Context: an optimization exercise on an open-source flow, tuned for small area, a short achievable clock period and few clock cycles per item. The choices shown serve that exercise and are no tape-out recipe. In this exercise RTL edits were held to simulation tests only and were not proved equivalent to the original.

**design/flow/flow/run.sh**
```bash
#!/bin/bash
# The standard layout (the standard.sh: standard synthesis, floorplan, place,
# CTS, route, finish), with the repair steps aiming at a setup slack margin of
# 6.5 ns instead of 0, so that they also work on paths shorter than the clock
# period. The constraints (constraint.sdc) are unchanged.
set -euo pipefail
bash standard.sh SETUP_SLACK_MARGIN=6.5 finish > standard.log 2>&1
```
**design/flow/standard.sh**
```bash
#!/bin/bash
# synth_recipe.tcl (not shown) runs the flow's synth.tcl, then flattens the netlist and writes it again
# the make line also repeats each setting of config.mk as NAME=value (left out here)
make -C /OpenROAD-flow-scripts/flow DESIGN_CONFIG=/design/flow/config.mk WORK_HOME=/design/flow/orfs CLKGATE_MAP_FILE= SYNTH_SCRIPT=/design/flow/synth_recipe.tcl "${@:-finish}"
```
**design/flow/config.mk**
```make
export PLATFORM = sky130hd
export DESIGN_NAME = ntt_core
export DESIGN_NICKNAME = ntt_core
export VERILOG_FILES = /design/flow/design.v
export SDC_FILE = /design/flow/constraint.sdc
export NUM_CORES = 4
export LEC_CHECK = 0
export CAP_MARGIN = 20
export CORE_MARGIN = 2
export CORE_UTILIZATION = 40
export PLACE_DENSITY = 0.6
export SLEW_MARGIN = 20
export TNS_END_PERCENT = 10
```
**design/flow/constraint.sdc**
```tcl
create_clock -name core_clock -period 10.0 [get_ports {clk}]
set_input_delay 2.0000 -clock core_clock [delete_from_list [all_inputs] [get_ports {clk}]]
set_output_delay 2.0000 -clock core_clock [all_outputs]
set_load 0.01 [all_outputs]
```
**design/flow/design.v**
```verilog
`timescale 1ns / 1ps
module mod_add #(
    parameter WIDTH = 23
)(
    input  wire [WIDTH-1:0] a,
    input  wire [WIDTH-1:0] b,
    input  wire [WIDTH-1:0] q,
    output wire [WIDTH-1:0] res
);
    wire [WIDTH+1:0] x = {2'b0, a};
    wire [WIDTH+1:0] y = {2'b0, b};
    wire [WIDTH+1:0] z = ~{2'b0, q};                     
    wire [WIDTH+1:0] cs = x ^ y ^ z;
    wire [WIDTH+1:0] cc = (x & y) | (x & z) | (y & z);
    wire [WIDTH+1:0] sum = x + y;
    wire [WIDTH+1:0] red = cs + {cc[WIDTH:0], 1'b1};     
    assign res = red[WIDTH+1] ? sum[WIDTH-1:0] : red[WIDTH-1:0];
endmodule
`timescale 1ns / 1ps
module mod_sub #(
    parameter WIDTH = 23
)(
    input  wire [WIDTH-1:0] a,
    input  wire [WIDTH-1:0] b,
    input  wire [WIDTH-1:0] q,
    output wire [WIDTH-1:0] res
);
    wire [WIDTH+1:0] x = {2'b0, a};
    wire [WIDTH+1:0] y = ~{2'b0, b};                     
    wire [WIDTH+1:0] z = {2'b0, q};
    wire [WIDTH+1:0] cs = x ^ y ^ z;
    wire [WIDTH+1:0] cc = (x & y) | (x & z) | (y & z);
    wire [WIDTH+1:0] dif = x - {2'b0, b};
    wire [WIDTH+1:0] cor = cs + {cc[WIDTH:0], 1'b1};     
    assign res = dif[WIDTH+1] ? cor[WIDTH-1:0] : dif[WIDTH-1:0];
endmodule
`timescale 1ns / 1ps
module g1_rom(
    input  wire        clk,
    input  wire [7:0]  k,
    output reg  [39:0] bd
);
    wire [22:0] z =
        k[7] ?
            k[6] ?
                k[5] ?
                    k[4] ?
                        (k[3] ? (k[2] ? (k[1] ? (k[0] ? 23'd822261 : 23'd5399788) : (k[0] ? 23'd6680880 : 23'd891563)) : (k[1] ? (k[0] ? 23'd4727692 : 23'd2913410) : (k[0] ? 23'd3477672 : 23'd7069894))) : (k[2] ? (k[1] ? (k[0] ? 23'd1417091 : 23'd7696111) : (k[0] ? 23'd8296669 : 23'd5974679)) : (k[1] ? (k[0] ? 23'd4038431 : 23'd572058) : (k[0] ? 23'd1321441 : 23'd2547668))))
                      :
                        (k[3] ? (k[2] ? (k[1] ? (k[0] ? 23'd598128 : 23'd621475) : (k[0] ? 23'd7543492 : 23'd5889224)) : (k[1] ? (k[0] ? 23'd6681876 : 23'd5528863) : (k[0] ? 23'd4979239 : 23'd3059983))) : (k[2] ? (k[1] ? (k[0] ? 23'd8152187 : 23'd412555) : (k[0] ? 23'd194510 : 23'd4341843)) : (k[1] ? (k[0] ? 23'd1048079 : 23'd3854033) : (k[0] ? 23'd3264115 : 23'd3202193))))
                  :
                    k[4] ?
                        (k[3] ? (k[2] ? (k[1] ? (k[0] ? 23'd7378455 : 23'd2497089) : (k[0] ? 23'd1672764 : 23'd5681279)) : (k[1] ? (k[0] ? 23'd2346511 : 23'd8252630) : (k[0] ? 23'd7922431 : 23'd5264279))) : (k[2] ? (k[1] ? (k[0] ? 23'd1454394 : 23'd5319963) : (k[0] ? 23'd5899061 : 23'd1706095)) : (k[1] ? (k[0] ? 23'd6039471 : 23'd1199658) : (k[0] ? 23'd1919807 : 23'd6936100))))
                      :
                        (k[3] ? (k[2] ? (k[1] ? (k[0] ? 23'd7865632 : 23'd4846089) : (k[0] ? 23'd8078519 : 23'd3743225)) : (k[1] ? (k[0] ? 23'd2762585 : 23'd127680) : (k[0] ? 23'd8178470 : 23'd3338013))) : (k[2] ? (k[1] ? (k[0] ? 23'd4998893 : 23'd397199) : (k[0] ? 23'd410718 : 23'd8301507)) : (k[1] ? (k[0] ? 23'd1355859 : 23'd2221075) : (k[0] ? 23'd5879857 : 23'd2829165))))
              :
                k[5] ?
                    k[4] ?
                        (k[3] ? (k[2] ? (k[1] ? (k[0] ? 23'd2385895 : 23'd6242666) : (k[0] ? 23'd5125748 : 23'd457423)) : (k[1] ? (k[0] ? 23'd3418119 : 23'd7359120) : (k[0] ? 23'd3750689 : 23'd5267893))) : (k[2] ? (k[1] ? (k[0] ? 23'd5661276 : 23'd2966326) : (k[0] ? 23'd3162675 : 23'd6132153)) : (k[1] ? (k[0] ? 23'd1826286 : 23'd6012205) : (k[0] ? 23'd5272939 : 23'd3790019))))
                      :
                        (k[3] ? (k[2] ? (k[1] ? (k[0] ? 23'd7237774 : 23'd7059465) : (k[0] ? 23'd2032069 : 23'd3739825)) : (k[1] ? (k[0] ? 23'd2343095 : 23'd7426014) : (k[0] ? 23'd1691161 : 23'd4637696))) : (k[2] ? (k[1] ? (k[0] ? 23'd3601357 : 23'd5126575) : (k[0] ? 23'd7408177 : 23'd4606122)) : (k[1] ? (k[0] ? 23'd7946505 : 23'd3121527) : (k[0] ? 23'd3994353 : 23'd3781677))))
                  :
                    k[4] ?
                        (k[3] ? (k[2] ? (k[1] ? (k[0] ? 23'd1007793 : 23'd1798979) : (k[0] ? 23'd4876639 : 23'd2137261)) : (k[1] ? (k[0] ? 23'd2003160 : 23'd6223809) : (k[0] ? 23'd4347790 : 23'd7838993))) : (k[2] ? (k[1] ? (k[0] ? 23'd4254660 : 23'd4124652) : (k[0] ? 23'd6118482 : 23'd2046968)) : (k[1] ? (k[0] ? 23'd2718688 : 23'd4617553) : (k[0] ? 23'd7958480 : 23'd6843584))))
                      :
                        (k[3] ? (k[2] ? (k[1] ? (k[0] ? 23'd550275 : 23'd2780222) : (k[0] ? 23'd4248338 : 23'd5754661)) : (k[1] ? (k[0] ? 23'd2674846 : 23'd4449683) : (k[0] ? 23'd1985283 : 23'd4370778))) : (k[2] ? (k[1] ? (k[0] ? 23'd7816947 : 23'd1582918) : (k[0] ? 23'd86223 : 23'd2317728)) : (k[1] ? (k[0] ? 23'd138401 : 23'd4914925) : (k[0] ? 23'd2723744 : 23'd5978406))))
          :
            k[6] ?
                k[5] ?
                    k[4] ?
                        (k[3] ? (k[2] ? (k[1] ? (k[0] ? 23'd645852 : 23'd6949313) : (k[0] ? 23'd1629220 : 23'd5722904)) : (k[1] ? (k[0] ? 23'd8344869 : 23'd3075597) : (k[0] ? 23'd4710889 : 23'd7777312))) : (k[2] ? (k[1] ? (k[0] ? 23'd1803100 : 23'd4110938) : (k[0] ? 23'd4713638 : 23'd5969615)) : (k[1] ? (k[0] ? 23'd160064 : 23'd5211196) : (k[0] ? 23'd8242533 : 23'd6613043))))
                      :
                        (k[3] ? (k[2] ? (k[1] ? (k[0] ? 23'd8246901 : 23'd5746653) : (k[0] ? 23'd539732 : 23'd2427131)) : (k[1] ? (k[0] ? 23'd1041205 : 23'd3014941) : (k[0] ? 23'd6318032 : 23'd876598))) : (k[2] ? (k[1] ? (k[0] ? 23'd2724820 : 23'd3078951) : (k[0] ? 23'd5268348 : 23'd4190295)) : (k[1] ? (k[0] ? 23'd1970211 : 23'd8004947) : (k[0] ? 23'd4452614 : 23'd369934))))
                  :
                    k[4] ?
                        (k[3] ? (k[2] ? (k[1] ? (k[0] ? 23'd6773559 : 23'd2573395) : (k[0] ? 23'd722827 : 23'd572134)) : (k[1] ? (k[0] ? 23'd144757 : 23'd7414660) : (k[0] ? 23'd3876817 : 23'd6251266))) : (k[2] ? (k[1] ? (k[0] ? 23'd8228267 : 23'd6595502) : (k[0] ? 23'd7145603 : 23'd1516428)) : (k[1] ? (k[0] ? 23'd5783208 : 23'd7468004) : (k[0] ? 23'd6201552 : 23'd4426025))))
                      :
                        (k[3] ? (k[2] ? (k[1] ? (k[0] ? 23'd884120 : 23'd4706889) : (k[0] ? 23'd5526218 : 23'd6279082)) : (k[1] ? (k[0] ? 23'd4351935 : 23'd6506489) : (k[0] ? 23'd2328044 : 23'd2272696))) : (k[2] ? (k[1] ? (k[0] ? 23'd1126296 : 23'd937227) : (k[0] ? 23'd301413 : 23'd6855356)) : (k[1] ? (k[0] ? 23'd7965277 : 23'd794849) : (k[0] ? 23'd6265959 : 23'd4624468))))
              :
                k[5] ?
                    k[4] ?
                        (k[3] ? (k[2] ? (k[1] ? (k[0] ? 23'd3448184 : 23'd2819343) : (k[0] ? 23'd7589759 : 23'd3346691)) : (k[1] ? (k[0] ? 23'd7029453 : 23'd2260648) : (k[0] ? 23'd1670574 : 23'd1441970))) : (k[2] ? (k[1] ? (k[0] ? 23'd1905914 : 23'd6871435) : (k[0] ? 23'd7999772 : 23'd7356083)) : (k[1] ? (k[0] ? 23'd2725992 : 23'd7896224) : (k[0] ? 23'd4874454 : 23'd7378650))))
                      :
                        (k[3] ? (k[2] ? (k[1] ? (k[0] ? 23'd2666931 : 23'd5831596) : (k[0] ? 23'd7119494 : 23'd6914)) : (k[1] ? (k[0] ? 23'd7310896 : 23'd5932198) : (k[0] ? 23'd6344840 : 23'd2005723))) : (k[2] ? (k[1] ? (k[0] ? 23'd5523664 : 23'd715236) : (k[0] ? 23'd7653209 : 23'd4137859)) : (k[1] ? (k[0] ? 23'd5162816 : 23'd5030987) : (k[0] ? 23'd7856828 : 23'd6699798))))
                  :
                    k[4] ?
                        (k[3] ? (k[2] ? (k[1] ? (k[0] ? 23'd966259 : 23'd8371882) : (k[0] ? 23'd7823867 : 23'd7516345)) : (k[1] ? (k[0] ? 23'd5886079 : 23'd4334787) : (k[0] ? 23'd4591870 : 23'd683319))) : (k[2] ? (k[1] ? (k[0] ? 23'd2172826 : 23'd2493053) : (k[0] ? 23'd5759350 : 23'd1832143)) : (k[1] ? (k[0] ? 23'd1971164 : 23'd1503747) : (k[0] ? 23'd6549201 : 23'd6945356))))
                      :
                        (k[3] ? (k[2] ? (k[1] ? (k[0] ? 23'd3557091 : 23'd7191630) : (k[0] ? 23'd4037262 : 23'd6471454)) : (k[1] ? (k[0] ? 23'd6297595 : 23'd5548051) : (k[0] ? 23'd3490981 : 23'd7680160))) : (k[2] ? (k[1] ? (k[0] ? 23'd7792080 : 23'd3533777) : (k[0] ? 23'd3795857 : 23'd7267856)) : (k[1] ? (k[0] ? 23'd4140091 : 23'd4152377) : (k[0] ? 23'd4337571 : 23'd8191))));
    wire [24:0] bx = {1'b0, z, 1'b0};
    integer i;
    reg [39:0] enc;
    reg [2:0]  y;
    always @(*) begin
        for (i = 0; i < 8; i = i + 1) begin
            y = {bx[3*i+2], bx[3*i+1], bx[3*i]} ^ {3{bx[3*i+3]}};
            enc[i]    = ~y[2] & (y[1] ^ y[0]);
            enc[8+i]  = (~y[2] & y[1] & y[0]) | (y[2] & ~y[1] & ~y[0]);
            enc[16+i] = y[2] & (y[1] ^ y[0]);
            enc[24+i] = y[2] & y[1] & y[0];
            enc[32+i] = bx[3*i+3];
        end
    end
    always @(posedge clk) bd <= enc;
endmodule
`timescale 1ns / 1ps
module mont_mul (
    input  wire        clk,
    input  wire [22:0] a,
    input  wire [24:0] a3,       
    input  wire [39:0] bd,       
    output reg  [22:0] res
);
    localparam [23:0] Q = 24'd8380417;
    localparam [45:0] K = 46'h36DB6E000000;
    wire [45:0] row [0:8];
    wire [7:0]  neg = bd[39:32];
    genvar i;
    generate
        for (i = 0; i < 8; i = i + 1) begin : g_pp
            wire [24:0] mag = ({25{bd[i]}}    & {2'b0, a})       |
                              ({25{bd[8+i]}}  & {1'b0, a, 1'b0}) |
                              ({25{bd[16+i]}} & a3)              |
                              ({25{bd[24+i]}} & {a, 2'b0});
            wire [24:0] y = mag ^ {25{neg[i]}};
            wire [25:0] r = {~neg[i], y};
            if (i == 0) begin : g_r0
                assign row[i] = {20'd0, r};
            end else begin : g_ri
                wire [46+3*i:0] sh = {20'd0, r, 2'b0, neg[i-1], {(3*i-3){1'b0}}};
                assign row[i] = sh[45:0];
            end
        end
    endgenerate
    assign row[8] = K | ({45'd0, neg[7]} << 21);
    function [91:0] csa(input [45:0] x, input [45:0] y, input [45:0] z);
        reg [45:0] s, c;
        begin
            s = x ^ y ^ z;
            c = (x & y) | (x & z) | (y & z);
            csa = {s, c[44:0], 1'b0};
        end
    endfunction
    wire [91:0] l1a = csa(row[0], row[1], row[2]);
    wire [91:0] l1b = csa(row[3], row[4], row[5]);
    wire [91:0] l1c = csa(row[6], row[7], row[8]);
    wire [91:0] l2a = csa(l1a[91:46], l1a[45:0], l1b[91:46]);
    wire [91:0] l2b = csa(l1b[45:0], l1c[91:46], l1c[45:0]);
    wire [91:0] l3a = csa(l2a[91:46], l2a[45:0], l2b[91:46]);
    wire [91:0] l4a = csa(l3a[91:46], l3a[45:0], l2b[45:0]);
    reg [45:0] ps, pc;
    always @(posedge clk) begin
        ps <= l4a[91:46];
        pc <= l4a[45:0];
    end
    wire [45:0] p   = ps + pc;
    wire [22:0] lo  = p[22:0];
    wire [10:0] shc = {1'b0, lo[22:13]} + {1'b0, lo[9:0]};
    reg [22:0] hi_r, s_r;
    reg        e_r;
    always @(posedge clk) begin
        hi_r <= p[45:23];
        s_r  <= {shc[9:0], lo[12:0]};
        e_r  <= shc[10] & (lo[9:0] != 10'd0);
    end
    function [49:0] csa25(input [24:0] x, input [24:0] y, input [24:0] z);
        reg [24:0] c;
        begin
            c = (x & y) | (x & z) | (y & z);
            csa25 = {x ^ y ^ z, c[23:0], 1'b0};
        end
    endfunction
    wire [49:0] u1 = csa25({2'd0, hi_r}, {12'd0, s_r[22:10]}, ~{2'd0, s_r});
    wire [24:0] uc = {u1[24:1], e_r};
    wire [49:0] v1 = csa25(u1[49:25], uc, {2'd0, Q[22:0]});
    wire [25:0] u  = {u1[49:25], 1'b1} + {uc, 1'b1};
    wire [25:0] v  = {v1[49:25], 1'b1} + {v1[24:0], 1'b1};
    always @(posedge clk) res <= u[25] ? v[23:1] : u[23:1];
endmodule
`timescale 1ns / 1ps
module ntt_core #(
    parameter WIDTH = 24
)(
    input  wire          clk,
    input  wire          rst_n,
    input  wire          start,
    output reg           done,
    output reg  [7:0]    ram_addr_a,
    output reg           ram_we_a,
    output wire [WIDTH-1:0] ram_wdata_a,
    input  wire [WIDTH-1:0] ram_rdata_a,
    output reg  [7:0]    ram_addr_b,
    output reg           ram_we_b,
    output wire [WIDTH-1:0] ram_wdata_b,
    input  wire [WIDTH-1:0] ram_rdata_b
);
    localparam [22:0] Q = 23'd8380417;
    localparam [10:0] LAST    = 11'd1035;    
    localparam [1:0] S_IDLE = 2'd0, S_RUN = 2'd1, S_DONE = 2'd2;
    reg [1:0]  state;
    function [7:0] arr(input [7:0] G, input [1:0] t);
        reg [5:0] n;
        begin
            n = G[5:0];
            case (G[7:6])
                2'd0: arr = {t, n};
                2'd1: arr = {n[5], n[4], t, n[3], n[0], n[2], n[1]};
                2'd2: arr = {n[5], n[4], n[3], n[0], t, n[2], n[1]};
                default: arr = {n[5], n[0], n[4], n[3], n[2], n[1], t};
            endcase
        end
    endfunction
    function [7:0] maddr(input [2:0] s, input [7:0] j);
        begin
            case (s)
                3'd0: maddr = j;
                3'd1: maddr = {j[6], j[0], j[5], j[4], j[3], j[2], j[1], j[7]};
                3'd2: maddr = {j[6], j[0], j[4], j[2], j[3], j[5], j[1], j[7]};
                3'd3: maddr = {j[6], j[0], j[2], j[3], j[4], j[5], j[1], j[7]};
                default: maddr = {j[0], j[1], j[2], j[3], j[4], j[5], j[6], j[7]};
            endcase
        end
    endfunction
    function [7:0] zk1(input [7:0] G);
        reg [7:0] j;
        begin
            j = arr(G, 2'd0);
            case (G[7:6])
                2'd0: zk1 = 8'd1;
                2'd1: zk1 = {5'd0, 1'b1, j[7:6]};
                2'd2: zk1 = {3'd0, 1'b1, j[7:4]};
                default: zk1 = {1'b0, 1'b1, j[7:2]};
            endcase
        end
    endfunction
    reg  [10:0] cx;
    reg  [8:0]  kq0;
    wire [8:0]  kq1   = kq0 - 9'd1;
    wire [8:0]  kq2   = kq0 - 9'd2;
    wire [8:0]  kq3   = kq0 - 9'd3;
    wire        run   = (state == S_RUN);
    wire [1:0]  xph   = run ? cx[1:0] : 2'd1;
    wire [8:0]  xg    = !run ? 9'd0 : (xph == 2'd1) ? kq0 : (xph == 2'd0) ? kq1 : kq3;
    wire [1:0]  tA    = {xph[0], 1'b0};
    wire [1:0]  tB    = {xph[0], 1'b1};
    wire        r4_wr = xph[1] && !kq3[8];
    reg  [7:0]  jA, jB;
    reg  [2:0]  js;
    reg         jwe;
    always @(posedge clk or negedge rst_n) begin
        if (!rst_n) begin
            jwe        <= 1'b0;
            ram_we_a   <= 1'b0;
            ram_we_b   <= 1'b0;
        end else begin
            jwe        <= run && r4_wr;
            ram_we_a   <= jwe && run;
            ram_we_b   <= jwe && run;
        end
    end
    always @(posedge clk) begin
        ram_addr_a <= maddr(js, jA);
        ram_addr_b <= maddr(js, jB);
        jA <= arr(xg[7:0], tA);
        jB <= arr(xg[7:0], tB);
        js <= xph[1] ? {1'b0, kq3[7:6]} + 3'd1 : {1'b0, xg[7:6]};    
    end
    always @(posedge clk or negedge rst_n) begin
        if (!rst_n) begin
            state <= S_IDLE;
            cx    <= 11'd3;
            kq0   <= 9'd0;
            done  <= 1'b0;
        end else begin
            case (state)
                S_IDLE: begin
                    done <= 1'b0;
                    cx   <= 11'd3;
                    kq0  <= 9'd0;
                    if (start) state <= S_RUN;
                end
                S_RUN: begin
                    cx <= cx + 11'd1;
                    if (cx[1:0] == 2'd3) begin
                        kq0 <= kq0 + 9'd1;
                    end
                    if (cx == LAST + 11'd2) begin
                        state <= S_DONE;
                        done  <= 1'b1;
                    end
                end
                default: begin
                    cx   <= 11'd3;
                    kq0  <= 9'd0;
                    if (!start) begin
                        state <= S_IDLE;
                        done  <= 1'b0;
                    end
                end
            endcase
        end
    end
    wire [7:0]  z1k  = zk1(xph[1] ? kq2[7:0] : kq1[7:0]);
    reg  [7:0]  zidx;
    always @(posedge clk) zidx <= xph[1] ? {z1k[6:0], xph[0]} : z1k;
    wire [39:0] zbd;
    g1_rom u_rom (.clk(clk), .k(zidx), .bd(zbd));
    reg [3:0] ph;
    always @(posedge clk or negedge rst_n) begin
        if (!rst_n)
            ph <= 4'b0001;
        else if (state != S_RUN)
            ph <= 4'b0010;
        else
            ph <= {ph[2:0], ph[3]};
    end
    reg [22:0] rA, rB, dB;
    reg [22:0] H3, H0a, H2a, H2b;
    reg [22:0] mop, bu;
    reg [24:0] mop3;
    reg [22:0] wdA, wdB;
    assign ram_wdata_a = {1'b0, wdA};
    assign ram_wdata_b = {1'b0, wdB};
    always @(posedge clk) begin
        rA <= ram_rdata_a[22:0];
        rB <= ram_rdata_b[22:0];
        dB <= rB;
        H3 <= wdB;
        if (ph[0]) begin
            H0a <= wdA;
            H2a <= wdB;
            H2b <= H2a;
        end
    end
    wire [22:0] mopn = ({23{ph[3]}} & rA) | ({23{ph[0]}} & dB) |
                       ({23{ph[1]}} & wdA) | ({23{ph[2]}} & H3);
    always @(posedge clk) begin
        mop  <= mopn;
        mop3 <= {2'b0, mopn} + {1'b0, mopn, 1'b0};
        bu  <= ({23{ph[3]}} & dB) | ({23{ph[0]}} & H0a) |
               ({23{ph[1]}} & H2b) | ({23{ph[2]}} & rA);
    end
    wire [22:0] mp;
    mont_mul u_mul (.clk(clk), .a(mop), .a3(mop3), .bd(zbd), .res(mp));
    wire [22:0] bsum, bdif;
    mod_add #(.WIDTH(23)) u_add (.a(bu), .b(mp), .q(Q), .res(bsum));
    mod_sub #(.WIDTH(23)) u_sub (.a(bu), .b(mp), .q(Q), .res(bdif));
    always @(posedge clk) begin
        wdA <= bsum;
        wdB <= bdif;
    end
endmodule
```
==> results.txt, run 1 <==
status no timing/DRC/antenna violations; GRT overflow 0; period utilization 38.5%; worst path cell trace buf_12 > inv_2 > buf_6 > ha_2 > nand2b_1 > o21ai_0 > o21ai_0 > nor2_2 > a21oi_1 > mux4_2 > or4b_1 > o31ai_1; Cell Rows 122; Die Height 337 um; Mapped Area 0.0444 sq mm; Post-layout nets 5651; CTS Buffer Depth 3; H-tree levels 2; area leader, netlist dfxtp_1; design area 0.0512 sq mm; RSZ-0062 raised after global routing yes; Final Critical Period 3.85 ns; CP delay by family, top simple AND/OR/NAND/NOR gates; initial antenna violation count 3; routed len/inst 26.1 um; DR pass1 iterations 7; routability cong. 1.07; Worst Tran Pin Value 1.19 ns; Root Driver clkbuf_16; Critical Path Max Stage Delay 0.64 ns; Critical Path AT 4.41 ns; vias 40600; share of the synthesized area in the top cell type 19.9%; CTS Buf Count 59; CP most frequent cell o21ai_0; clock latency at the later pin of the worst-skew pair 0.69 ns; final core utilization 46.4%; clock slew at reported path FFs 0.06 ns; Final setup violation count 0; die area 0.114 sq mm; clock skew 0.0505 ns; Synthesis Warnings 3; Async SR Flop Fraction 5.37%; dpl cell area 0.0463 sq mm; type of destination of the critical path flip-flop; PortBufs 113; Core ar. 0.110 sq mm; Final Hold Viols 0; #FFs+latches synth 540; Hold Path Class flip-flop to flip-flop; worst setup path class flip-flop to flip-flop; vias in the first global route 38100; antenna-violating nets left 0; Die X 337 um; max frequency 259 MHz; TritonCTS Sinks 540; most used flip-flop cell after synthesis dfxtp_1; layout cells sized above 1 13.5%; Syn Area/Cell 8.73 sq um; Starting Density 40.2%; crit path max-delay cell type mux4_2; Fillers 10700; Worst Path Max Fanout 43; pin count of the biggest net entering global routing 86; initial DRC count 4930; CP required 10.55 ns; buffers and inverters on the worst path 3; routed wire length 172000 um; first-pass GRT wire length 250000 um; dpl hpwl 119000 um; area grow syn2layout 15.2%; cells after synthesis 5088; WHS 0.327 ns; via/cell ratio 6.17; part of the Yosys area used for sequential elements 26.2%; Post-synth EDFFs 69; slew margin rel. 19.5%; CTS hold repair buffers 0; CTS tree done; Max-Cap Viols 0; CP startpoint kind flip-flop; Synth area leaders dfxtp_1 (20%), ha_1 (11%), fa_1 (8.1%), xnor2_1 (6.4%), edfxtp_1 (4.7%); setup TNS 0 ns; max-slew violations 0; Yosys cell types 105; io pins 118; Tot GR Track Use 29.0%; Residual DRC 0
area by class of cell:
type	count	area, sq um	share of cell area, %
well taps	1488	1860	3.64
repair buffers	288	2950	5.77
diodes	1	2.50	0.00489
clock buffers	73	1610	3.14
flip-flops and latches	540	11900	23.2
multi-input cells	3717	30800	60.1
inverters	433	1660	3.23
clock inverters	39	469	0.917
cells in the final DEF (no fill, tap or decap), types with 78 or more instances in the layout:
master,synthesis,routed
inv_1,420,407
dfxtp_1,442,355
ha_1,381,346
nand2_1,334,324
xnor2_1,323,319
nor2_1,314,302
a21oi_1,287,264
o21ai_0,234,219
fa_1,180,171
a22o_1,165,165
a221oi_1,174,147
buf_4,22,126
a22oi_1,123,121
clkdlybuf4s50_1,0,112
nor3_1,99,94
xor2_1,82,82
nand3_1,79,78
cell usage after synthesis, types with 44 or more instances:
| master | count |
|---|---|
| a31oi_1 | 52 |
| buf_2 | 77 |
| edfxtp_1 | 69 |
| nor2_1 | 314 |
| a221oi_1 | 174 |
| a22oi_1 | 123 |
| o211ai_1 | 59 |
| a21o_1 | 69 |
| nand2_1 | 334 |
| a21oi_1 | 287 |
| xnor2_1 | 323 |
| mux2i_1 | 44 |
| clkbuf_1 | 264 |
| nand2b_1 | 61 |
| o21ai_0 | 234 |
| nor3_1 | 99 |
| nand3_1 | 79 |
| dfxtp_1 | 442 |
| ha_1 | 381 |
| a22o_1 | 165 |
| a211oi_1 | 66 |
| xor2_1 | 82 |
| inv_1 | 420 |
| fa_1 | 180 |
what timing repair did:
action,CTS,global route
gates cloned,5,3
setup endpoints to repair,236,227
pin swaps,29,45
setup buffers,55,37
gates resized for setup,267,199
sequential cells by signal, indices dropped and copies added, names as in the netlist, 7 cells and up:
register / cells
ram_addr_b: 8
u_mul.res: 23
kq0: 9
rB: 23
jB: 7
H2a: 23
wdA: 23
bu: 23
wdB: 23
H2b: 23
u_mul.s_r: 23
mop3: 25
u_rom.bd: 39
rA: 23
dB: 23
u_mul.hi_r: 23
cx: 11
u_mul.ps: 46
mop: 22
u_mul.pc: 40
H0a: 23
zidx: 8
ram_addr_a: 8
H3: 23
cell families after synthesis:
group / share of synthesized area (%)
AND/OR/NAND/NOR: 11.6
XOR/XNOR: 7.99
multiplexers: 2.98
other: 0.00844
buffers and inverters: 7.50
flip-flops: 26.2
adder cells (fa/ha/maj): 18.8
AO/OA/AOI/OAI: 24.9
path summary, 6_finish.rpt:
| path | cells after the start | endpoint | startpoint | slack (ns) |
|---|---|---|---|---|
| setup / recovery | 12 | u_rom.bd[30] | zidx[2] | 6.15 |
| hold / removal | 0 | dB[13] | rB[13] | 0.33 |
| setup reg to reg | 12 | u_rom.bd[30] | zidx[2] | 6.15 |
| hold reg to reg | 0 | dB[13] | rB[13] | 0.33 |
| max in group asynchronous | 2 | ph[1] | rst_n | 7.92 |
| min in group asynchronous | 2 | kq0[8] | rst_n | 1.72 |
per-layer routing:
layer / track usage (%) / up-vias / wire (um)
li1: - / 18200 / -
met1: 38.2 / 19400 / 69600
met2: 45.0 / 2394 / 74300
met3: 6.42 / 591 / 17900
met4: 14.1 / 2 / 10200
met5: 0 / - / 7
per-stage QoR:
stage / worst slack, ns / cells
2_1_floorplan: 6.33 / 5089
3_3_place_gp: 4.92 / 6366
3_5_place_dp: 4.96 / 6366
4_1_cts: 6.23 / 6538
5_1_grt: 6.11 / 6578
6_report: 6.15 / 6579
Testbench counts, summed over its fixed seeds: cycles 24,888, transforms 24.
==> run 2: changes to the inputs <==
==> design/flow/flow/run.sh (replaced) <==
#!/bin/bash
# The standard layout (the standard.sh: standard synthesis, floorplan, place,
# CTS, route, finish) with two changes to how it is made:
#  - the repair steps aim at a setup slack margin of 6.5 ns instead of 0, so that
#    they also work on paths shorter than the clock period;
#  - the port buffers that the standard flow inserts are buf_2 cells.
# The constraints (constraint.sdc) are unchanged.
set -euo pipefail
bash standard.sh SETUP_SLACK_MARGIN=6.5 "BUFFER_PORTS_ARGS=-buffer_cell sky130_fd_sc_hd__buf_2" finish > standard.log 2>&1
==> run 2 against run 1 <==
Hold slack gained 0.00073 ns. Synthesized cell count is the same. Largest cell class unchanged.
==> results.txt, run 2 <==
dpl hpwl 118000 um; routed len/inst 25.9 um; most common cell after layout, fill and taps aside inv_1; area grow syn2layout 13.7%; Async SR Flop Fraction 5.37%; initial DRC count 4845; die area 0.114 sq mm; Tot GR Track Use 28.9%; Hold Path Class flip-flop to flip-flop; routed wire length 171000 um; Starting Density 40.2%; Critical Path AT 4.31 ns; max reg flops 46; reg2reg start zidx[0]; max frequency 268 MHz; Die Height 337 um; Post-layout nets 5650; dpl cell area 0.0458 sq mm; CTS Buf Count 58; Worst Tran Pin Value 1.10 ns; H-tree levels 2; RSZ-0062 raised after global routing yes; cells after synthesis 5088; slew margin rel. 26.1%; crit path max-delay cell type nor2_1; Root Driver clkbuf_16; Setup crit start zidx[0]; WHS 0.328 ns; Final Hold Viols 0; worst path cell trace buf_12 > clkinvlp_4 > ha_1 > buf_8 > a21o_2 > nor2_1 > a31oi_1 > o221a_2 > a21oi_1 > mux4_2 > nand2_1 > or3_1 > o21ai_1; io pins 118; Max-Cap Viols 0; routability cong. 1.05; #FFs+latches synth 540; Synthesis Warnings 3; cell with the most instances after synthesis dfxtp_1; part of the Yosys area used for sequential elements 26.2%; PortBufs 113; pin count of the biggest net entering global routing 84; initial antenna violation count 7; pre-CTS WS 4.85 ns; Synth area leaders dfxtp_1 (20%), ha_1 (11%), fa_1 (8.1%), xnor2_1 (6.4%), edfxtp_1 (4.7%); Worst Setup Slack, final 6.27 ns; setup TNS 0 ns; Hold EP dB[4]; design area 0.0505 sq mm; period utilization 37.3%; hold wc startpoint rB[4]; via/cell ratio 6.15; type of destination of the critical path flip-flop; most used flip-flop cell after synthesis dfxtp_1; clock skew 0.0341 ns; top post-synthesis cells by count dfxtp_1 (442), inv_1 (420), ha_1 (381); antenna-violating nets left 0; max-slew violations 0; Worst Path Max Fanout 19; CTS tree done; Fillers 10600; Most flops, register u_mul.ps; Reg2Reg Setup Slack 6.27 ns; reg2reg end u_rom.bd[26]; Top Registers u_mul.ps (46), u_mul.pc (40), u_rom.bd (39); Final Critical Period 3.73 ns; worst setup path class flip-flop to flip-flop; CTS Buffer Depth 3; final core utilization 45.8%; most frequent cells in the layout inv_1 (404), dfxtp_1 (366), ha_1 (347); Post-synth EDFFs 69; status no timing/DRC/antenna violations; clock latency at the later pin of the worst-skew pair 0.66 ns; area leader, netlist dfxtp_1; Syn Area/Cell 8.73 sq um; Die X 337 um; Cell Rows 122; Worst R2R Path Depth 13; layout cells sized above 1 15.4%; Mapped Area 0.0444 sq mm; Yosys cell types 105; TritonCTS Sinks 540; Residual DRC 0; DR pass1 iterations 8; GRT overflow 0; share of the synthesized area in the top cell type 19.9%; Hold Path Stages 0; Critical Path Max Stage Delay 0.52 ns; Core ar. 0.110 sq mm; first-pass GRT wire length 250000 um; CP required 10.58 ns; vias 40400; CP startpoint kind flip-flop; vias in the first global route 38400; Final setup violation count 0; clock slew at reported path FFs 0.06 ns
run 2: how the worst max path moves through the flow:
stage | endpoint | slack (ns) | cells past startpoint
6_report | u_rom.bd[26] | 6.27 | 13
3_3_place_gp | u_rom.bd[12] | 4.83 | 14
2_1_floorplan | u_rom.bd[30] | 6.33 | 15
3_5_place_dp | u_rom.bd[28] | 4.85 | 14
5_1_grt | wdB[22] | 6.20 | 13
4_1_cts | u_mul.res[22] | 6.21 | 15
run 2: worst max-delay path: cells and delay by family (launching register included):
kind / cells / cell delay [ns]
buffers and inverters: 3 / 0.51
AOI/OAI and AO/OA: 5 / 0.94
adders and majority gates: 1 / 0.37
and+or+nand+nor: 3 / 1.00
DFF: 1 / 0.39
muxes: 1 / 0.44
run 2: cell families (layout without fill, tap and decap cells):
family / after synthesis / count (layout) / synth area share [%]
AO/OA/AOI/OAI: 1561 / 1561 / 24.9
AND/OR/NAND/NOR: 1096 / 1096 / 11.6
other: 1 / 5 / 0.00844
adder cells (fa/ha/maj): 561 / 561 / 18.8
flip-flops: 540 / 540 / 26.2
XOR/XNOR: 405 / 405 / 7.99
buffers and inverters: 832 / 829 / 7.50
multiplexers: 92 / 92 / 2.98
run 2: repair_timing:
item,in CTS,in global routing
endpoints found under the hold margin,0,0
pin swaps,37,57
cloned,4,4
hold buffers,0,0
buffers inserted,54,37
setup endpoints to repair,161,163
resized for setup,250,217
run 2: routing by layer:
layer  global-route usage (%)  wire, um
met1                     38.0     69500
met2                     44.1     73400
met3                     6.41     16800
met4                     15.4     10900
met5                        0        27
run 2: final cells by class:
cell class / instances / area (sq um) / area share (%)
well taps: 1488 / 1860 / 3.69
flip-flops and latches: 540 / 11800 / 23.4
clock inverters: 28 / 282 / 0.557
diodes: 3 / 7.51 / 0.0149
multi-input cells: 3717 / 30800 / 60.9
inverters: 433 / 1660 / 3.29
clock buffers: 80 / 1670 / 3.30
repair buffers: 288 / 2440 / 4.83
run 2: stage by stage:
step / instances
3_5_place_dp: 6367
3_3_place_gp: 6367
6_report: 6577
2_1_floorplan: 5089
4_1_cts: 6533
5_1_grt: 6575
==> run 3: changes to the inputs <==
--- a/design/flow/config.mk
+++ b/design/flow/config.mk
@@ -12,2 +12,2 @@
 export SLEW_MARGIN = 20
-export TNS_END_PERCENT = 10
+export TNS_END_PERCENT = 25
==> run 3 against run 2 <==
Cell area up 1.1%. Utilization up 0.49 points. Critical path depth up 2. First-iteration DRC count down 2.2%. Setup slack better by 0.051 ns. Fmax up 1.4%. Critical path type unchanged. Critical endpoint is now u_mul.res[3].
==> results.txt, run 3 <==
Final Hold Viols 0; top post-synthesis cells by count dfxtp_1 (442), inv_1 (420), ha_1 (381); Worst Setup Slack, final 6.32 ns; Root Driver clkbuf_16; clock skew 0.0523 ns; status no timing/DRC/antenna violations; io pins 118; max reg flops 46; Worst R2R Path Depth 15; Reg2Reg Setup Slack 6.32 ns; Async SR Flop Fraction 5.37%; Fillers 10600; CP required 10.55 ns; Setup crit start u_mul.s_r[11]; part of the Yosys area used for sequential elements 26.2%; CTS Buf Count 58; reg2reg start u_mul.s_r[11]; TritonCTS Sinks 540; Mapped Area 0.0444 sq mm; design area 0.0511 sq mm; Final setup violation count 0; Starting Density 40.2%; share of the synthesized area in the top cell type 19.9%; max-slew violations 0; H-tree levels 2; pre-CTS WS 4.98 ns; Hold Path Stages 0; Final Critical Period 3.68 ns; CTS hold repair buffers 0; cell with the most instances after synthesis dfxtp_1; Cell Rows 122; PortBufs 113; initial antenna violation count 10; first-pass GRT wire length 245000 um; Worst Tran Pin Value 1.05 ns; CP endpoint u_mul.res[3]; CTS tree done; die area 0.114 sq mm; Worst Path Max Fanout 7; period utilization 36.8%; Most flops, register u_mul.ps; initial DRC count 4738; Die X 337 um; most frequent cells in the layout inv_1 (401), dfxtp_1 (364), ha_1 (327); Hold Path Class flip-flop to flip-flop; cells after synthesis 5088; layout cells sized above 1 16.8%; RSZ-0062 raised after global routing yes; Post-layout nets 5664; Synth area leaders dfxtp_1 (20%), ha_1 (11%), fa_1 (8.1%), xnor2_1 (6.4%), edfxtp_1 (4.7%); #FFs+latches synth 540; dpl hpwl 116000 um; most common cell after layout, fill and taps aside inv_1; Top Registers u_mul.ps (46), u_mul.pc (40), u_rom.bd (39); clock slew at reported path FFs 0.07 ns; Tot GR Track Use 28.4%; placed cells 6356; pin count of the biggest net entering global routing 176; type of destination of the critical path flip-flop; antenna-violating nets left 0; Max-Cap Viols 0; Syn Area/Cell 8.73 sq um; area leader, netlist dfxtp_1; worst setup path class flip-flop to flip-flop; Die Height 337 um; routed wire length 168000 um; clock latency at the later pin of the worst-skew pair 0.70 ns; routed len/inst 25.5 um; max frequency 272 MHz; CTS Buffer Depth 3; most used flip-flop cell after synthesis dfxtp_1; routability cong. 1.04; Yosys cell types 105; slew margin rel. 28.7%; GRT overflow 0; via/cell ratio 6.14; Residual DRC 0; CP startpoint kind flip-flop; Post-synth EDFFs 69; dpl cell area 0.0457 sq mm; reg2reg end u_mul.res[3]; DR pass1 iterations 9; Finished Layout Cells 6591; Critical Path AT 4.23 ns; area grow syn2layout 15.0%; Core ar. 0.110 sq mm; vias 40500; vias in the first global route 37800; setup TNS 0 ns; Synthesis Warnings 3
-- run 3: cell type report --
class                   instances  area (sq um)  share of cell area (%)
inverters                     433          1660                    3.26
diodes                          1          2.50                 0.00490
well taps                    1488          1860                    3.65
multi-input cells            3717         31100                    61.0
clock inverters                38           477                   0.934
clock buffers                  72          1600                    3.12
repair buffers                302          2480                    4.86
flip-flops and latches        540         11800                    23.2
-- run 3: how the worst min path moves through the flow --
stage / to / start / slack, ns
3_5_place_dp: dB[0] / rB[0] / 0.31
6_report: dB[0] / rB[0] / 0.33
5_1_grt: dB[6] / rB[6] / 0.33
2_1_floorplan: dB[0] / rB[0] / 0.31
3_3_place_gp: dB[0] / rB[0] / 0.31
4_1_cts: dB[0] / rB[0] / 0.33
-- run 3: through the flow --
step	hold slack [ns]	util [%]
floorplan	0.310	-
global placement	0.313	41.4
detailed placement	0.312	41.4
CTS	0.326	44.9
global route	0.333	46.3
finish	0.326	46.3
-- run 3: kinds of logic after synthesis --
group	after synthesis	share of synthesized area (%)
adder cells (fa/ha/maj)	561	18.8
other	1	0.00844
multiplexers	92	2.98
AO/OA/AOI/OAI	1561	24.9
XOR/XNOR	405	7.99
flip-flops	540	26.2
buffers and inverters	832	7.50
AND/OR/NAND/NOR	1096	11.6
-- run 3: worst max-delay path, stage by stage, from the launching register on --
cell	delay, ns
dfxtp_4	0.38
inv_2	0.04
fa_1	0.48
buf_4	0.17
fa_2	0.40
inv_2	0.08
a31oi_4	0.10
o21ai_2	0.21
a21o_1	0.22
a21oi_2	0.10
a21o_1	0.20
a21o_1	0.22
o31ai_4	0.35
buf_6	0.17
buf_16	0.14
mux2i_4	0.30
-- run 3: repair_timing --
item	in CTS	in global routing
pin swaps	37	72
setup buffers	64	56
setup endpoints to repair	162	157
resized for setup	283	271
gates cloned	3	1
-- run 3: metal layers --
metal  global-route usage, %  up-vias  wire, um
li1                        -    18200         -
met1                    36.9    19300     66700
met2                    43.4     2373     72700
met3                    7.27      637     18200
met4                    14.2       12     10100
met5                       0        -        97
==> run 4: changes to the inputs <==
--- a/design/flow/config.mk
+++ b/design/flow/config.mk
@@ -9,5 +9,6 @@
 export CORE_MARGIN = 2
-export CORE_UTILIZATION = 40
-export PLACE_DENSITY = 0.6
+export CORE_UTILIZATION = 55
+export CTS_BUF_LIST = sky130_fd_sc_hd__clkbuf_8
+export PLACE_DENSITY = 0.7
 export SLEW_MARGIN = 20
-export TNS_END_PERCENT = 25
+export TNS_END_PERCENT = 10
==> run 4 against run 3 <==
Still clean on timing, DRC and antenna. Hold slack got worse by 0.0017 ns. Sequential share of layout area rose by 0.43 points. Routed wire length rose by 1.6%. Final cell count fell by 5.9%. Synthesized cell count did not move. Via count rose by 1.7%. Non-clock buffer count fell by 10. Critical path type unchanged.
==> results.txt, run 4 <==
routed len/inst 27.5 um; worst path cell trace a22o_1 > a221oi_1 > xnor2_1 > fa_1 > inv_1 > fa_1 > fa_1 > inv_1 > fa_1; setup TNS 0 ns; top post-synthesis cells by count dfxtp_1 (442), inv_1 (420), ha_1 (381); Hold EP dB[16]; vias in the first global route 39000; type of destination of the critical path flip-flop; GRT overflow 0; Cell Rows 104; clock latency at the later pin of the worst-skew pair 0.75 ns; CP most frequent cell fa_1; antenna-violating nets left 0; Async SR Flop Fraction 5.37%; CTS Buf Count 86; Synth Area in Adders 18.8%; Final Critical Period 3.88 ns; Starting Density 55.3%; buffers and inverters on the worst path 2; most common cell after layout, fill and taps aside inv_1; status no timing/DRC/antenna violations; Worst Setup Slack, final 6.12 ns; Tot GR Track Use 39.6%; pre-CTS WS 4.80 ns; routability cong. 1.07; Die X 288 um; first-pass GRT wire length 247000 um; Mapped Area 0.0444 sq mm; Final Hold Viols 0; Hold Path Class flip-flop to flip-flop; hold wc startpoint rB[16]; Worst Tran Pin Value 1.16 ns; Residual DRC 0; Hold Path Stages 0; Yosys cell types 105; slew margin rel. 20.8%; max-slew violations 0; Critical Path Max Stage Delay 1.02 ns; #FFs+latches synth 540; largest family of logic cells by synthesized area compound AO/OA/AOI/OAI gates; cells after synthesis 5088; clock slew at reported path FFs 0.06 ns; vias 41200; PortBufs 113; period utilization 38.8%; Final setup violation count 0; Synthesis Warnings 3; DR pass1 iterations 10; part of the Yosys area used for sequential elements 26.2%; most used flip-flop cell after synthesis dfxtp_1; clock skew 0.0389 ns; area grow syn2layout 11.8%; CP delay by family, top adder cells; xor/xnor share of the synthesized area 7.99%; mux cell area share after synthesis 2.98%; Critical Path AT 4.46 ns; most frequent cells in the layout inv_1 (424), dfxtp_1 (409), ha_1 (344); Worst R2R Path Depth 9; cell with the most instances after synthesis dfxtp_1; Top Registers u_mul.ps (46), u_mul.pc (40), u_rom.bd (39); CP required 10.59 ns; area leader, netlist dfxtp_1; TritonCTS Sinks 540; reg2reg start u_rom.bd[21]; worst setup path class flip-flop to flip-flop; Most flops, register u_mul.ps; Post-layout nets 5682; Syn Area/Cell 8.73 sq um; complex-gate fraction of the synthesized area 24.9%; max reg flops 46; initial antenna violation count 11; Synth area leaders dfxtp_1 (20%), ha_1 (11%), fa_1 (8.1%), xnor2_1 (6.4%), edfxtp_1 (4.7%); routed wire length 171000 um; io pins 118; Core ar. 0.0803 sq mm; layout cells sized above 1 14.8%; via/cell ratio 6.64; Die Height 288 um; reg2reg end u_mul.ps[25]; dpl hpwl 118000 um; initial DRC count 5645; crit path max-delay cell type dfxtp_1; CP startpoint kind flip-flop; max frequency 258 MHz; Root Driver clkbuf_8; RSZ-0062 raised after global routing yes; pin count of the biggest net entering global routing 182; Reg2Reg Setup Slack 6.12 ns; Worst Path Max Fanout 25; die area 0.0830 sq mm; share of the synthesized area in the top cell type 19.9%; Max-Cap Viols 0; H-tree levels 3; CTS Buffer Depth 3; Post-synth EDFFs 69; CTS tree done; Simple-Gate Fraction of Synth Area 11.6%; CTS hold repair buffers 0
[run 4: cell counts after synthesis]
No cell type changed its count.
[run 4: final cells by class]
| class | instances | area [sq um] |
|---|---|---|
| antenna | 4 | 10.0 |
| clock buffer | 99 | 1360 |
| clock inverter | 56 | 562 |
| fill | 6986 | 30600 |
| inverter | 433 | 1660 |
| multi-input combinational | 3717 | 30700 |
| sequential | 540 | 11700 |
| tap | 1060 | 1330 |
| timing repair buffer | 292 | 2340 |
[run 4: routing by layer]
| layer | vias up | wire length, um | track usage [%] |
|---|---|---|---|
| met5 | - | 57 | 0 |
| met4 | 10 | 11500 | 23.3 |
| met3 | 697 | 20000 | 11.3 |
| met2 | 2679 | 72500 | 58.9 |
| met1 | 19600 | 66400 | 51.2 |
| li1 | 18200 | - | - |
[run 4: per-stage QoR]
step           hold WS, ns  cell area [sq um]  std cells  util, %
2_1_floorplan        0.310              44400       5089        -
3_3_place_gp         0.311              45300       5940     56.4
3_5_place_dp         0.312              45300       5940     56.4
4_1_cts              0.326              48500       6147     60.4
5_1_grt              0.332              49600       6199     61.8
6_report             0.325              49600       6201     61.8
[run 4: worst max-delay path by stage]
stage                             start       endpoint  slack [ns]  depth (start not counted)
after floorplan                 zidx[0]   u_rom.bd[30]        6.33                         15
after global placement          zidx[0]   u_rom.bd[28]        4.76                         14
after detailed placement        zidx[0]   u_rom.bd[28]        4.80                         14
after CTS                 u_mul.hi_r[1]  u_mul.res[22]        6.22                         14
after global routing       u_rom.bd[21]   u_mul.ps[25]        6.06                          9
final                      u_rom.bd[21]   u_mul.ps[25]        6.12                          9
[run 4: cell families after synthesis]
family          count (synthesis)
fa+ha+maj                     561
simple gates                 1096
flops                         540
other cells                     1
mux                            92
compound gates               1561
xor+xnor                      405
buf+inv                       832
[run 4: what timing repair did]
action / CTS / global route
pin swaps: 22 / 39
cloned: 3 / 4
setup endpoints to repair: 174 / 167
buffers inserted: 49 / 46
resized for setup: 216 / 154
==> run 5: changes to the inputs <==
--- a/design/flow/design.v
+++ b/design/flow/design.v
@@ -42,3 +42,3 @@
 );
-    wire [22:0] z =
+    wire [22:0] zt =
         k[7] ?
@@ -89,2 +89,4 @@
                         (k[3] ? (k[2] ? (k[1] ? (k[0] ? 23'd3557091 : 23'd7191630) : (k[0] ? 23'd4037262 : 23'd6471454)) : (k[1] ? (k[0] ? 23'd6297595 : 23'd5548051) : (k[0] ? 23'd3490981 : 23'd7680160))) : (k[2] ? (k[1] ? (k[0] ? 23'd7792080 : 23'd3533777) : (k[0] ? 23'd3795857 : 23'd7267856)) : (k[1] ? (k[0] ? 23'd4140091 : 23'd4152377) : (k[0] ? 23'd4337571 : 23'd8191))));
+    reg  [22:0] z;
+    always @(posedge clk) z <= zt;
     wire [24:0] bx = {1'b0, z, 1'b0};
@@ -302,5 +304,7 @@
     end
-    wire [7:0]  z1k  = zk1(xph[1] ? kq2[7:0] : kq1[7:0]);
+    wire [1:0]  zph  = xph + 2'd1;
+    wire [8:0]  zg   = (xph == 2'd3) ? kq0 : (xph == 2'd0) ? kq1 : kq2;
+    wire [7:0]  z1k  = zk1(zg[7:0]);
     reg  [7:0]  zidx;
-    always @(posedge clk) zidx <= xph[1] ? {z1k[6:0], xph[0]} : z1k;
+    always @(posedge clk) zidx <= zph[1] ? {z1k[6:0], zph[0]} : z1k;
     wire [39:0] zbd;
--- a/design/flow/config.mk
+++ b/design/flow/config.mk
@@ -9,5 +9,4 @@
 export CORE_MARGIN = 2
-export CORE_UTILIZATION = 55
-export CTS_BUF_LIST = sky130_fd_sc_hd__clkbuf_8
-export PLACE_DENSITY = 0.7
+export CORE_UTILIZATION = 40
+export PLACE_DENSITY = 0.6
 export SLEW_MARGIN = 20
==> run 5 against run 4 <==
Clock skew up 0.026 ns. Routed wire length up 0.84%. Critical path depth up 3. Register-to-register slack better by 0.06 ns. Count of clock-buffer cells in the layout down 15. Via count down 0.54%. Utilization down 16 points. Global-route usage down 11 points. Synthesized cell count up 1.4%. Critical endpoint is now u_rom.z[16]. Largest cell class unchanged.
==> results.txt, run 5 <==
status no timing/DRC/antenna violations; vias 41000; Hold EP dB[15]; crit path max-delay cell type nor3_1; antenna-violating nets left 0; CTS tree done; dpl hpwl 122000 um; layout cells sized above 1 13.7%; area grow syn2layout 12.7%; Worst Path Max Fanout 25; Finished Layout Cells 6615; slew margin rel. 13.3%; Post-layout nets 5675; via/cell ratio 6.19; final core utilization 45.3%; clock skew 0.0647 ns; type of destination of the critical path flip-flop; Hold Path Class flip-flop to flip-flop; CTS Buf Count 59; top post-synthesis cells by count dfxtp_1 (465), inv_1 (430), ha_1 (368); Hold Path Stages 0; Worst Tran Pin Value 1.30 ns; io pins 118; TritonCTS Sinks 563; CP required 10.48 ns; GRT overflow 0; dpl cell area 0.0460 sq mm; CP startpoint kind flip-flop; Critical Path Max Stage Delay 0.77 ns; Cell Rows 122; cell with the most instances after synthesis dfxtp_1; H-tree levels 2; clock slew at reported path FFs 0.06 ns; max-slew violations 0; reg2reg end u_rom.z[16]; Mapped Area 0.0444 sq mm; clock latency at the later pin of the worst-skew pair 0.68 ns; WL met1 71900 um; most common cell after layout, fill and taps aside inv_1; part of the Yosys area used for sequential elements 27.3%; DR pass1 iterations 8; first-pass GRT wire length 251000 um; buffers and inverters on the worst path 3; worst setup path class flip-flop to flip-flop; Fillers 10700; CTS hold repair buffers 0; setup TNS 0 ns; vias in the first global route 38300; #FFs+latches synth 563; Post-synth EDFFs 69; reg2reg start zidx[0]; CTS Buffer Depth 3; hold wc startpoint rB[15]; Residual DRC 0; share of the synthesized area in the top cell type 21.0%; routability cong. 1.05; worst path cell trace buf_6 > clkinvlp_4 > ha_1 > buf_4 > and2_1 > nor3_1 > o21ai_0 > o21ai_0 > o21ai_0 > o21ai_0 > nor2_1 > a21oi_1; max reg flops 46; Synth area leaders dfxtp_1 (21%), ha_1 (10%), fa_1 (8.1%), xnor2_1 (6.0%), edfxtp_1 (4.7%); Top Registers u_mul.ps (46), u_mul.pc (40), u_rom.bd (39); most frequent cells in the layout inv_1 (415), dfxtp_1 (399), nand2_1 (337); Tot GR Track Use 29.0%; Yosys cell types 100; met2 WL 74000 um; Final Critical Period 3.81 ns; Core ar. 0.110 sq mm; Synthesis Warnings 3; initial DRC count 5020; Starting Density 40.2%; PortBufs 113; Die X 337 um; Critical Path AT 4.29 ns; die area 0.114 sq mm; Max-Cap Viols 0; Final Hold Viols 0; RSZ-0062 raised after global routing yes; CP most frequent cell o21ai_0; pin count of the biggest net entering global routing 181; routed len/inst 26.0 um; routed wire length 172000 um; Syn Area/Cell 8.61 sq um; CP delay by family, top compound AO/OA/AOI/OAI gates; Final setup violation count 0; Worst R2R Path Depth 12; cells after synthesis 5159; most used flip-flop cell after synthesis dfxtp_1; design area 0.0500 sq mm; Top Layer Used met5; Die Height 337 um; max frequency 262 MHz; WL met3 16300 um; Root Driver clkbuf_16; placed cells 6440; period utilization 38.1%; area leader, netlist dfxtp_1; initial antenna violation count 7; Async SR Flop Fraction 5.15%; Reg2Reg Setup Slack 6.19 ns; Most flops, register u_mul.ps
==> run 5: cell count changes in the layout (fill, tap and decap cells not counted), sizes merged, moves of 18 or more <==
| cell | previous run | this run |
|---|---|---|
| o21ai | 245 | 321 |
| buf | 285 | 248 |
| a21oi | 288 | 322 |
| nor2 | 315 | 340 |
| dfxtp | 442 | 465 |
| o21bai | 36 | 17 |
| clkbuf | 103 | 85 |
| xnor2 | 323 | 305 |
==> run 5: worst max path at each step <==
| stage | startpoint | slack, ns | end | cells after the start |
|---|---|---|---|---|
| after global routing | u_mul.hi_r[0] | 6.30 | u_mul.res[15] | 13 |
| after global placement | u_mul.s_r[0] | 5.55 | u_mul.res[1] | 13 |
| after floorplan | ph[0] | 6.46 | mop3[13] | 14 |
| final | zidx[0] | 6.19 | u_rom.z[16] | 12 |
| after CTS | u_mul.s_r[11] | 6.35 | u_mul.res[22] | 14 |
| after detailed placement | u_mul.s_r[0] | 5.57 | u_mul.res[1] | 13 |
==> run 5: through the flow <==
step,worst slack [ns],hold WS (ns)
3_3_place_gp,5.55,0.313
5_1_grt,6.30,0.330
6_report,6.19,0.323
2_1_floorplan,6.46,0.310
3_5_place_dp,5.57,0.312
4_1_cts,6.35,0.327
==> run 5: repair_timing <==
| action | in CTS | in global routing |
|---|---|---|
| gates cloned | 6 | 3 |
| setup buffers | 27 | 27 |
| endpoints found under the hold margin | 0 | 0 |
| endpoints found under the setup margin | 158 | 176 |
| pin swaps | 32 | 62 |
| resized for setup | 173 | 183 |
==> run 5: cells by family (layout without fill, tap and decap cells) <==
family,Yosys count,count (layout),share of synthesized area (%)
xor+xnor,401,401,7.91
buf+inv,838,798,7.20
other cells,1,3,0.00845
compound gates,1650,1655,25.8
flops,563,563,27.3
fa+ha+maj,548,548,18.5
mux,64,64,1.91
simple gates,1094,1095,11.4
==> run 5: layout make-up <==
type	instances	area (sq um)	area share, %
multi-input combinational	3765	30400	60.7
sequential	563	12200	24.4
tap	1488	1860	3.72
timing repair buffer	249	1840	3.68
clock buffer	84	1710	3.42
inverter	438	1660	3.32
clock inverter	27	367	0.733
antenna	1	2.50	0.00500
==> run 5: layer usage <==
layer  track usage, %  vias to the layer above
met5                0                        -
met4             13.7                        8
met3             5.55                      532
met2             44.1                     2288
met1             39.6                    19800
li1                 -                    18300
==> run 5: worst register-to-register path, cell delays in order, from the launching register on <==
cell and delay [ns]:
dfxtp_1 0.32, buf_6 0.33, clkinvlp_4 0.27, ha_1 0.24, buf_4 0.23, and2_1 0.30
nor3_1 0.78, o21ai_0 0.19, o21ai_0 0.11, o21ai_0 0.21, o21ai_0 0.24, nor2_1 0.06
a21oi_1 0.40
Testbench counts of run 5, summed over its fixed seeds: cycles 24,888, transforms 24.
==> run 6: changes to the inputs <==
--- a/design/flow/config.mk
+++ b/design/flow/config.mk
@@ -10,2 +10,3 @@
 export CORE_UTILIZATION = 40
+export CTS_BUF_LIST = sky130_fd_sc_hd__clkbuf_8
 export PLACE_DENSITY = 0.6
==> run 6 against run 5 <==
Critical path type unchanged. Sequential share of layout area rose by 0.11 points. First-iteration DRC count fell by 2.1%. Clock skew fell by 0.018 ns.
==> results.txt, run 6 <==
routed len/inst 25.8 um; worst setup path class flip-flop to flip-flop; Top Registers u_mul.ps (46), u_mul.pc (40), u_rom.bd (39); first-pass GRT wire length 251000 um; Most flops, register u_mul.ps; CTS tree done; Cell Rows 122; share of the synthesized area in the top cell type 21.0%; Fillers 10800; most used flip-flop cell after synthesis dfxtp_1; part of the Yosys area used for sequential elements 27.3%; Setup crit start zidx[0]; die area 0.114 sq mm; Worst Tran Pin Value 1.28 ns; Post-layout nets 5696; TritonCTS Sinks 563; max-slew violations 0; vias in the first global route 38500; worst path cell trace buf_8 > clkinvlp_4 > ha_1 > buf_4 > and2_1 > buf_4 > nor2_2 > nand2_1 > a31oi_1 > o211ai_1 > o21ai_0 > nor2_1 > a21oi_1; Starting Density 40.2%; Hold Path Class flip-flop to flip-flop; Final Critical Period 3.71 ns; area grow syn2layout 12.2%; DR pass1 iterations 9; CP delay by family, top compound AO/OA/AOI/OAI gates; Die Height 337 um; antenna-violating nets left 0; Syn Area/Cell 8.61 sq um; Root Driver clkbuf_8; clock latency at the later pin of the worst-skew pair 0.73 ns; top post-synthesis cells by count dfxtp_1 (465), inv_1 (430), ha_1 (368); #FFs+latches synth 563; RSZ-0062 raised after global routing yes; CP most frequent cell buf_4; Mapped Area 0.0444 sq mm; via/cell ratio 6.15; Async SR Flop Fraction 5.15%; buffers and inverters on the worst path 4; pre-CTS WS 5.57 ns; CP startpoint kind flip-flop; routability cong. 1.05; status no timing/DRC/antenna violations; Yosys cell types 100; Final Hold Viols 0; Synth area leaders dfxtp_1 (21%), ha_1 (10%), fa_1 (8.1%), xnor2_1 (6.0%), edfxtp_1 (4.7%); Worst Path Max Fanout 25; reg2reg start zidx[0]; pin count of the biggest net entering global routing 181; io pins 118; CTS hold repair buffers 0; Critical Path AT 4.29 ns; hold wc startpoint rB[21]; max reg flops 46; Tot GR Track Use 29.1%; clock skew 0.0469 ns; most common cell after layout, fill and taps aside inv_1; clock slew at reported path FFs 0.06 ns; crit path max-delay cell type nor2_2; H-tree levels 3; initial DRC count 4916; Residual DRC 0; most frequent cells in the layout inv_1 (444), dfxtp_1 (400), nand2_1 (338); Post-synth EDFFs 69; vias 41000; Synthesis Warnings 3; Max-Cap Viols 0; initial antenna violation count 9; slew margin rel. 14.5%; Worst Setup Slack, final 6.29 ns; setup TNS 0 ns; CTS Buf Count 92; cell with the most instances after synthesis dfxtp_1; final core utilization 45.1%; period utilization 37.1%; dpl hpwl 122000 um; PortBufs 113; CP required 10.57 ns; Die X 337 um; layout cells sized above 1 13.8%; GRT overflow 0; Critical Path Max Stage Delay 0.49 ns; type of destination of the critical path flip-flop; CTS Buffer Depth 3; routed wire length 172000 um; area leader, netlist dfxtp_1; cells after synthesis 5159; Core ar. 0.110 sq mm; Final setup violation count 0; max frequency 269 MHz
-- run 6: repair_timing --
action                     in CTS  in global routing
cloned                          6                  1
pin swaps                      21                 62
setup buffers                  22                 22
resized for setup             142                193
setup endpoints to repair     164                180
-- run 6: worst reg2reg max path: cells and delay by family, from the launching register on --
family | cells | cell delay, ns
flops | 1 | 0.33
fa+ha+maj | 1 | 0.24
buf+inv | 4 | 1.01
simple gates | 4 | 0.97
compound gates | 4 | 1.06
-- run 6: layout make-up --
cell class	count	area (sq um)	area share (%)
multi-input cells	3763	30200	60.7
flip-flops and latches	563	12200	24.5
well taps	1488	1860	3.74
repair buffers	239	1770	3.55
inverters	438	1650	3.32
clock buffers	115	1580	3.18
clock inverters	53	459	0.922
diodes	3	7.51	0.0151
-- run 6: layer usage --
metal / vias to the layer above / part of all wire, % / track usage, %
li1: 18400 / - / -
met1: 19700 / 42 / 39.3
met2: 2329 / 43 / 43.6
met3: 559 / 9.6 / 6.25
met4: 8 / 5.9 / 14.6
met5: - / 0.028 / 0
-- run 6: metrics by stage --
step	instance area [sq um]	instances	hold WS, ns
3_5_place_dp	46000	6440	0.312
3_3_place_gp	46000	6440	0.313
5_1_grt	49800	6660	0.329
2_1_floorplan	44500	5160	0.310
4_1_cts	48900	6636	0.326
6_report	49800	6662	0.324
-- run 6: logic make-up after synthesis --
| group | after synthesis | synth area share (%) |
|---|---|---|
| buf+inv | 838 | 7.20 |
| compound gates | 1650 | 25.8 |
| flops | 563 | 27.3 |
| fa+ha+maj | 548 | 18.5 |
| other cells | 1 | 0.00845 |
| simple gates | 1094 | 11.4 |
| xor+xnor | 401 | 7.91 |
| mux | 64 | 1.91 |
-- run 6: final timing paths --
kind                       slack, ns           to  cells after the start
setup reg to reg                6.29  u_rom.z[16]                     13
max in group asynchronous       8.12        ph[2]                      1
hold reg to reg                 0.32       dB[21]                      0
min in group asynchronous       1.31       kq0[8]                      1
hold / removal                  0.32       dB[21]                      0
setup / recovery                6.29  u_rom.z[16]                     13

static timing again, ports no longer ideal:
Ports are ideal in the flow. The routed layouts listed here were re-timed in OpenROAD. Step 1 sets driving cells, clkbuf_16 on the clock port and buf_2 on the other inputs (assumed; they add their load-dependent delay and slew). Step 2 moves the port delays by t, midway between the first and last clock arrival at a register: inputs arrive t later, outputs are due t later. That takes back most of the time a late clock gives input paths. Slacks: no drivers / after step 1 / after step 2; pairs: no drivers / after step 1.
| run | t, ns | slack for setup (ns) | slew at the worst register clock pin (ns) | cell pins on the clock port's net |
|---|---|---|---|---|
| run 1 | 0.733 | 6.145 / 6.145 / 6.145 | 0.07 / 0.07 | 1 |
| run 2 | 0.714 | 6.266 / 6.266 / 6.266 | 0.08 / 0.08 | 1 |
| run 3 | 0.742 | 6.318 / 6.318 / 6.318 | 0.07 / 0.07 | 1 |
| run 4 | 0.798 | 6.125 / 6.125 / 6.125 | 0.08 / 0.08 | 1 |
| run 5 | 0.724 | 6.185 / 6.185 / 6.185 | 0.07 / 0.07 | 1 |
| run 6 | 0.774 | 6.288 / 6.288 / 6.288 | 0.07 / 0.07 | 1 |
After both steps every run listed still meets setup and hold.
